From an optimization exercise on the open Yosys and OpenROAD flow, aimed at small area, a short achievable clock period and few clock cycles; shortcuts taken in it are not production practice. The RTL was checked by simulation tests, not by an equivalence proof against the original design. No activity file was given, so power comes from the tool's default toggle rates.

## the previous run
Design M1, start of the top module:
module M1 (
		input logic clk,
		input logic reset,
		input logic M1_start,
		input logic [15:0] SRAM_read_data,
		output logic [17:0] M1_SRAM_Address,
		output logic [15:0] M1_SRAM_write_data,
		output logic M1_Status,
		output logic M1_SRAM_we_n
);
For scale: about 2,200 cells after synthesis, roughly 400 flip-flops, about 55 I/O pins, about 25,000 um2 of cells after synthesis.
Settings: LEC_CHECK=0, CAP_MARGIN=20, CORE_MARGIN=2, CORE_UTILIZATION=75, CTS_CLUSTER_DIAMETER=100, CTS_CLUSTER_SIZE=24, SLEW_MARGIN=20; clock period 13.0 ns.
run.sh (not shown) runs the stock make flow with config.mk's settings and CLKGATE_MAP_FILE= SYNTH_SCRIPT=/design/flow/synth_recipe.tcl, a recipe that flattens the netlist after the stock synthesis.
Testbench counts of the previous run, summed over its fixed seeds: cycles 1,165,026.
## Diff of input files: the current run against the previous run
--- a/flow/design.v
+++ b/flow/design.v
@@ -26,17 +26,17 @@
 logic [7:0]  wv0, wv1, wv2, wv3, wv4, wv5, bufv;
 logic [7:0]  yb;          
 logic [7:0]  yl;          
 logic [22:0] yt;          
 logic [8:0]  pu, pv;      
 logic        qu, qv;      
 logic [8:0]  pa, pb, pc;  
 logic [20:0] ft;          
-logic [70:0] res;         
+logic [37:0] res;         
 logic [7:0]  b0h;
 wire l0 = lq[0], l1 = lq[1], l2 = lq[2], l3 = lq[3], l4 = lq[4];
 wire l5 = lq[5], l6 = lq[6], l7 = lq[7], l8 = lq[8];
 wire p0 = pq[0], p1 = pq[1], p2 = pq[2], p3 = pq[3], p4 = pq[4];
 wire p5 = pq[5], p6 = pq[6], p7 = pq[7], p8 = pq[8], p9 = pq[9];
 logic inrow;       
 logic tail;        
 logic to_lead;     
@@ -649,19 +649,19 @@
 wire fs_139 = ~(pc[8]);
 wire fs_140 = pc[8];
 wire [17:0] fs_ra = {1'b1, 1'b1, fs_138, fs_136, fs_134, fs_132, fs_130, fs_128, fs_126, fs_124, fs_122, fs_120, fs_118, fs_116, fs_114, fs_112, fs_110, 1'b1};
 wire [17:0] fs_rb = {1'b0, fs_140, fs_139, fs_137, fs_135, fs_133, fs_131, fs_129, fs_127, fs_125, fs_123, fs_121, fs_119, fs_117, fs_115, fs_113, fs_111, fs_109};
 function automatic [7:0] clip(input [10:0] s);
 	clip = s[10] ? 8'd0 : (|s[9:8]) ? 8'd255 : s[7:0];
 endfunction
 wire rq_u = res[1], rq_v = res[0];
-wire [10:0] s_r = res[70:60] + res[59:49] + {10'd0, res[48]};
-wire [10:0] s_g = res[47:37] + res[36:26] + {10'd0, res[25]};
-wire [10:0] s_b = res[24:14] + res[13:3] + {10'd0, res[2]};
+wire [10:0] s_r = res[37:27] + {10'd0, res[26]};
+wire [10:0] s_g = res[25:15] + {10'd0, res[14]};
+wire [10:0] s_b = res[13:3] + {10'd0, res[2]};
 wire [7:0] c_r = rq_v ? 8'd0 : clip(s_r);
 wire [7:0] c_g = (rq_u | rq_v) ? 8'd0 : clip(s_g);
 wire [7:0] c_b = rq_u ? 8'd0 : clip(s_b);
 wire nx_rd_y = p2 | p6;
 wire nx_rd_u = p0 | (p9 & to_lead) | l3;
 wire nx_rd_v = p1 | l0 | l4;
 wire nx_wr_cur  = ~dummy & ~tail & (p5 | p7 | p8);
 wire nx_wr_prev = ~first & ((p9 & ~to_lead) | p3 | p4 | l8);
@@ -737,21 +737,23 @@
 end
 wire ld_even = p0 | p6;
 wire [8:0] nu9 = ld_even ? {1'b0, wu2} : fir_t[8:0];
 wire [8:0] nv9 = ld_even ? {1'b0, wv2} : fir_t[8:0];
 wire [8:0]  fs_lo = {1'b0, fs_ra[7:0]} + {1'b0, fs_rb[7:0]};
 wire [16:0] sr_lo = {1'b0, sr_ra[15:0]} + {1'b0, sr_rb[15:0]};
 wire [16:0] sg_lo = {1'b0, sg_ra[15:0]} + {1'b0, sg_rb[15:0]};
 wire [16:0] sb_lo = {1'b0, sb_ra[15:0]} + {1'b0, sb_rb[15:0]};
+wire [10:0] sr_hi = sr_ra[26:16] + sr_rb[26:16];
+wire [10:0] sg_hi = sg_ra[26:16] + sg_rb[26:16];
+wire [10:0] sb_hi = sb_ra[26:16] + sb_rb[26:16];
 wire [9:0]  fir_t = ft[20:11] + ft[10:1] + {9'd0, ft[0]};
 always_ff @(posedge clk) begin
 	ft <= {fs_ra[17:8], fs_rb[17:8], fs_lo[8]};
 	if (ld_even | p4 | p8) begin pu <= nu9; qu <= ~ld_even & fir_t[9]; end
 	if (ld_even | p5 | p9) begin pv <= nv9; qv <= ~ld_even & fir_t[9]; end
 	if (p5 | p9) begin yb <= SRAM_read_data[15:8]; yl <= SRAM_read_data[7:0]; end
 	else if (p4 | p8) yb <= yl;
 	if (p3 | p5 | p7 | p9) yt <= yt_s[24:2];
-	if (p0 | p4 | p6 | p8) res <= {sr_ra[26:16], sr_rb[26:16], sr_lo[16], sg_ra[26:16], sg_rb[26:16], sg_lo[16],
-	                                          sb_ra[26:16], sb_rb[26:16], sb_lo[16], qu, qv};
+	if (p0 | p4 | p6 | p8) res <= {sr_hi, sr_lo[16], sg_hi, sg_lo[16], sb_hi, sb_lo[16], qu, qv};
 	if (p5 | p9) b0h <= c_b;
 end
 endmodule
--- outcome ---
Summary — global-route wire length before repair, the current run relative to the previous run: higher, by about 0.5%.
Diff the previous run -> the current run | vertical extent of the die | down slightly
Summary of the comparison: post-route fraction of the period consumed by the critical path is higher in the current run, relative to the previous run.
Looking at worst setup slack across both flows, the current run is the weaker of the two, with the previous run ahead.
STATUS clock skew: the current run wins against the previous run
The current run vs the previous run: time the worst path needs with I/O delays and setup up
The current run vs. the previous run: register-to-register slack fell 0.73 ns, combined flip-flop and latch cell area shows a reduction of 8.3%.
The final layout from the current run, which completed every stage, passed the timing, design-rule and antenna checks at the end of the flow.
Testbench counts of the current run, summed over its fixed seeds: cycles 1,165,026.

* * *

M1, a different RTL version from the one above (not shown whole).
Size: about 55 I/O pins.
Settings: LEC_CHECK=0, CAP_MARGIN=20, CORE_MARGIN=2, CORE_UTILIZATION=75, CTS_CLUSTER_DIAMETER=100, CTS_CLUSTER_SIZE=24, SLEW_MARGIN=20; clock period 13.0 ns.
The first run went through all stages and came out clean.
Testbench counts at the start, summed over its fixed seeds: cycles 1,165,026.
Edit:
--- a/flow/design.v
+++ b/flow/design.v
@@ -22,24 +22,24 @@
 logic [17:0] ra;          
 logic        chv;         
 logic        start_r;
 logic [7:0]  wu0, wu1, wu2, wu3, wu4, wu5, bufu;
 logic [7:0]  wv0, wv1, wv2, wv3, wv4, wv5, bufv;
 logic [7:0]  yb;          
 logic [7:0]  yl;          
 logic [22:0] yt;          
 logic [8:0]  pu, pv;      
 logic        qu, qv;      
 logic [8:0]  pa, pb, pc;  
-logic [10:0] ft;          
-logic [37:0] res;         
+logic [20:0] ft;          
+logic [70:0] res;         
 logic [7:0]  b0h;
 wire l0 = lq[0], l1 = lq[1], l2 = lq[2], l3 = lq[3], l4 = lq[4];
 wire l5 = lq[5], l6 = lq[6], l7 = lq[7], l8 = lq[8];
 wire p0 = pq[0], p1 = pq[1], p2 = pq[2], p3 = pq[3], p4 = pq[4];
 wire p5 = pq[5], p6 = pq[6], p7 = pq[7], p8 = pq[8], p9 = pq[9];
 logic inrow;       
 logic tail;        
 logic to_lead;     
 always_ff @(posedge clk) begin
 	inrow <= (k <= 7'd77);
 	tail <= (k == 7'd80);
@@ -646,29 +646,29 @@
 wire fs_136 = (fs_83 & fs_106) | (fs_83 & fs_107) | (fs_106 & fs_107);
 wire fs_137 = pc[7] ^ fs_84 ^ fs_108;
 wire fs_138 = (pc[7] & fs_84) | (pc[7] & fs_108) | (fs_84 & fs_108);
 wire fs_139 = ~(pc[8]);
 wire fs_140 = pc[8];
 wire [17:0] fs_ra = {1'b1, 1'b1, fs_138, fs_136, fs_134, fs_132, fs_130, fs_128, fs_126, fs_124, fs_122, fs_120, fs_118, fs_116, fs_114, fs_112, fs_110, 1'b1};
 wire [17:0] fs_rb = {1'b0, fs_140, fs_139, fs_137, fs_135, fs_133, fs_131, fs_129, fs_127, fs_125, fs_123, fs_121, fs_119, fs_117, fs_115, fs_113, fs_111, fs_109};
 function automatic [7:0] clip(input [10:0] s);
 	clip = s[10] ? 8'd0 : (|s[9:8]) ? 8'd255 : s[7:0];
 endfunction
 wire rq_u = res[1], rq_v = res[0];
-wire [10:0] s_r = res[37:27] + {10'd0, res[26]};
-wire [10:0] s_g = res[25:15] + {10'd0, res[14]};
-wire [10:0] s_b = res[13:3] + {10'd0, res[2]};
+wire [10:0] s_r = res[70:60] + res[59:49] + {10'd0, res[48]};
+wire [10:0] s_g = res[47:37] + res[36:26] + {10'd0, res[25]};
+wire [10:0] s_b = res[24:14] + res[13:3] + {10'd0, res[2]};
 wire [7:0] c_r = rq_v ? 8'd0 : clip(s_r);
 wire [7:0] c_g = (rq_u | rq_v) ? 8'd0 : clip(s_g);
 wire [7:0] c_b = rq_u ? 8'd0 : clip(s_b);
-wire nx_rd_y = p2 | p6;
+wire nx_rd_y = p2 | (p6 & ~to_lead) | l5;
 wire nx_rd_u = p0 | (p9 & to_lead) | l3;
 wire nx_rd_v = p1 | l0 | l4;
 wire nx_wr_cur  = ~dummy & ~tail & (p5 | p7 | p8);
 wire nx_wr_prev = ~first & ((p9 & ~to_lead) | p3 | p4 | l8);
 wire nx_wr   = nx_wr_cur | nx_wr_prev;
 wire [1:0] uv_d = {p0 | p1, l3 | l4};
 wire [17:0] uv_base = (nx_rd_u ? U_START_ADDRESS : V_START_ADDRESS) + {16'd0, uv_d};
 wire [17:0] nx_uva = uv_base + {3'd0, yc[15:1]};
 always_ff @(posedge clk) begin
 	if (nx_rd_y)                  M1_SRAM_Address <= {2'b00, yc};
 	else if (nx_rd_u | nx_rd_v)   M1_SRAM_Address <= nx_uva;
@@ -734,27 +734,24 @@
 	pa <= {1'b0, fa} + {1'b0, ff};
 	pb <= {1'b0, fb} + {1'b0, fe};
 	pc <= {1'b0, fc} + {1'b0, fd};
 end
 wire ld_even = p0 | p6;
 wire [8:0] nu9 = ld_even ? {1'b0, wu2} : fir_t[8:0];
 wire [8:0] nv9 = ld_even ? {1'b0, wv2} : fir_t[8:0];
 wire [8:0]  fs_lo = {1'b0, fs_ra[7:0]} + {1'b0, fs_rb[7:0]};
 wire [16:0] sr_lo = {1'b0, sr_ra[15:0]} + {1'b0, sr_rb[15:0]};
 wire [16:0] sg_lo = {1'b0, sg_ra[15:0]} + {1'b0, sg_rb[15:0]};
 wire [16:0] sb_lo = {1'b0, sb_ra[15:0]} + {1'b0, sb_rb[15:0]};
-wire [10:0] sr_hi = sr_ra[26:16] + sr_rb[26:16];
-wire [10:0] sg_hi = sg_ra[26:16] + sg_rb[26:16];
-wire [10:0] sb_hi = sb_ra[26:16] + sb_rb[26:16];
-wire [9:0]  fir_t = ft[10:1] + {9'd0, ft[0]};
-wire [9:0]  fs_hi = fs_ra[17:8] + fs_rb[17:8];
+wire [9:0]  fir_t = ft[20:11] + ft[10:1] + {9'd0, ft[0]};
 always_ff @(posedge clk) begin
-	ft <= {fs_hi, fs_lo[8]};
+	ft <= {fs_ra[17:8], fs_rb[17:8], fs_lo[8]};
 	if (ld_even | p4 | p8) begin pu <= nu9; qu <= ~ld_even & fir_t[9]; end
 	if (ld_even | p5 | p9) begin pv <= nv9; qv <= ~ld_even & fir_t[9]; end
-	if (p5 | p9) begin yb <= SRAM_read_data[15:8]; yl <= SRAM_read_data[7:0]; end
+	if (p5 | (p9 & ~to_lead) | l8) begin yb <= SRAM_read_data[15:8]; yl <= SRAM_read_data[7:0]; end
 	else if (p4 | p8) yb <= yl;
-	if (p3 | p5 | p7 | p9) yt <= yt_s[24:2];
-	if (p0 | p4 | p6 | p8) res <= {sr_hi, sr_lo[16], sg_hi, sg_lo[16], sb_hi, sb_lo[16], qu, qv};
+	yt <= yt_s[24:2];
+	if (p0 | p4 | p6 | p8) res <= {sr_ra[26:16], sr_rb[26:16], sr_lo[16], sg_ra[26:16], sg_rb[26:16], sg_lo[16],
+	                                          sb_ra[26:16], sb_rb[26:16], sb_lo[16], qu, qv};
 	if (p5 | p9) b0h <= c_b;
 end
 endmodule
After rerunning: The new run finished with timing, DRC and antenna clean; global-route usage went down by 0.70 points; routed wire length drops by 2.9%; synthesized cell count goes down by 4.0%; cell area barely changes; clock skew climbs by 4.9 ps; total power grows by 8.5%; die area came out lower by 0.35%.
Testbench counts after the change, summed over its fixed seeds: cycles 1,165,026.

## separate check: timing with driven ports
In the flow no input, the clock included, has a driving cell. The finished layouts below were timed again as built, in two steps.
Step 1 assumes that a clkbuf_16 drives the clock port and a buf_2 every other input.
Step 2 times the ports against the registers' clock, not the clock port: input delays grow and output delays shrink by t, the midpoint of the rising clock arrivals with the driver on.
Slacks: no drivers / after step 1 / after step 2; pairs: no drivers / after step 1.
run	shift t [ns]	setup WS [ns]	worst setup path after step 2	clock arrival spread, ns
the previous run	0.594	8.963 / 8.908 / 9.030	register to register	0.033 / 0.032
the current run	0.595	8.297 / 8.297 / 8.297	register to register	0.028 / 0.029
the first run of note 2	0.583	8.031 / 8.031 / 8.031	register to register	0.015 / 0.015
the second run of note 2	0.593	8.980 / 8.925 / 9.162	register to register	0.021 / 0.021
After both steps every run listed still meets setup and hold.
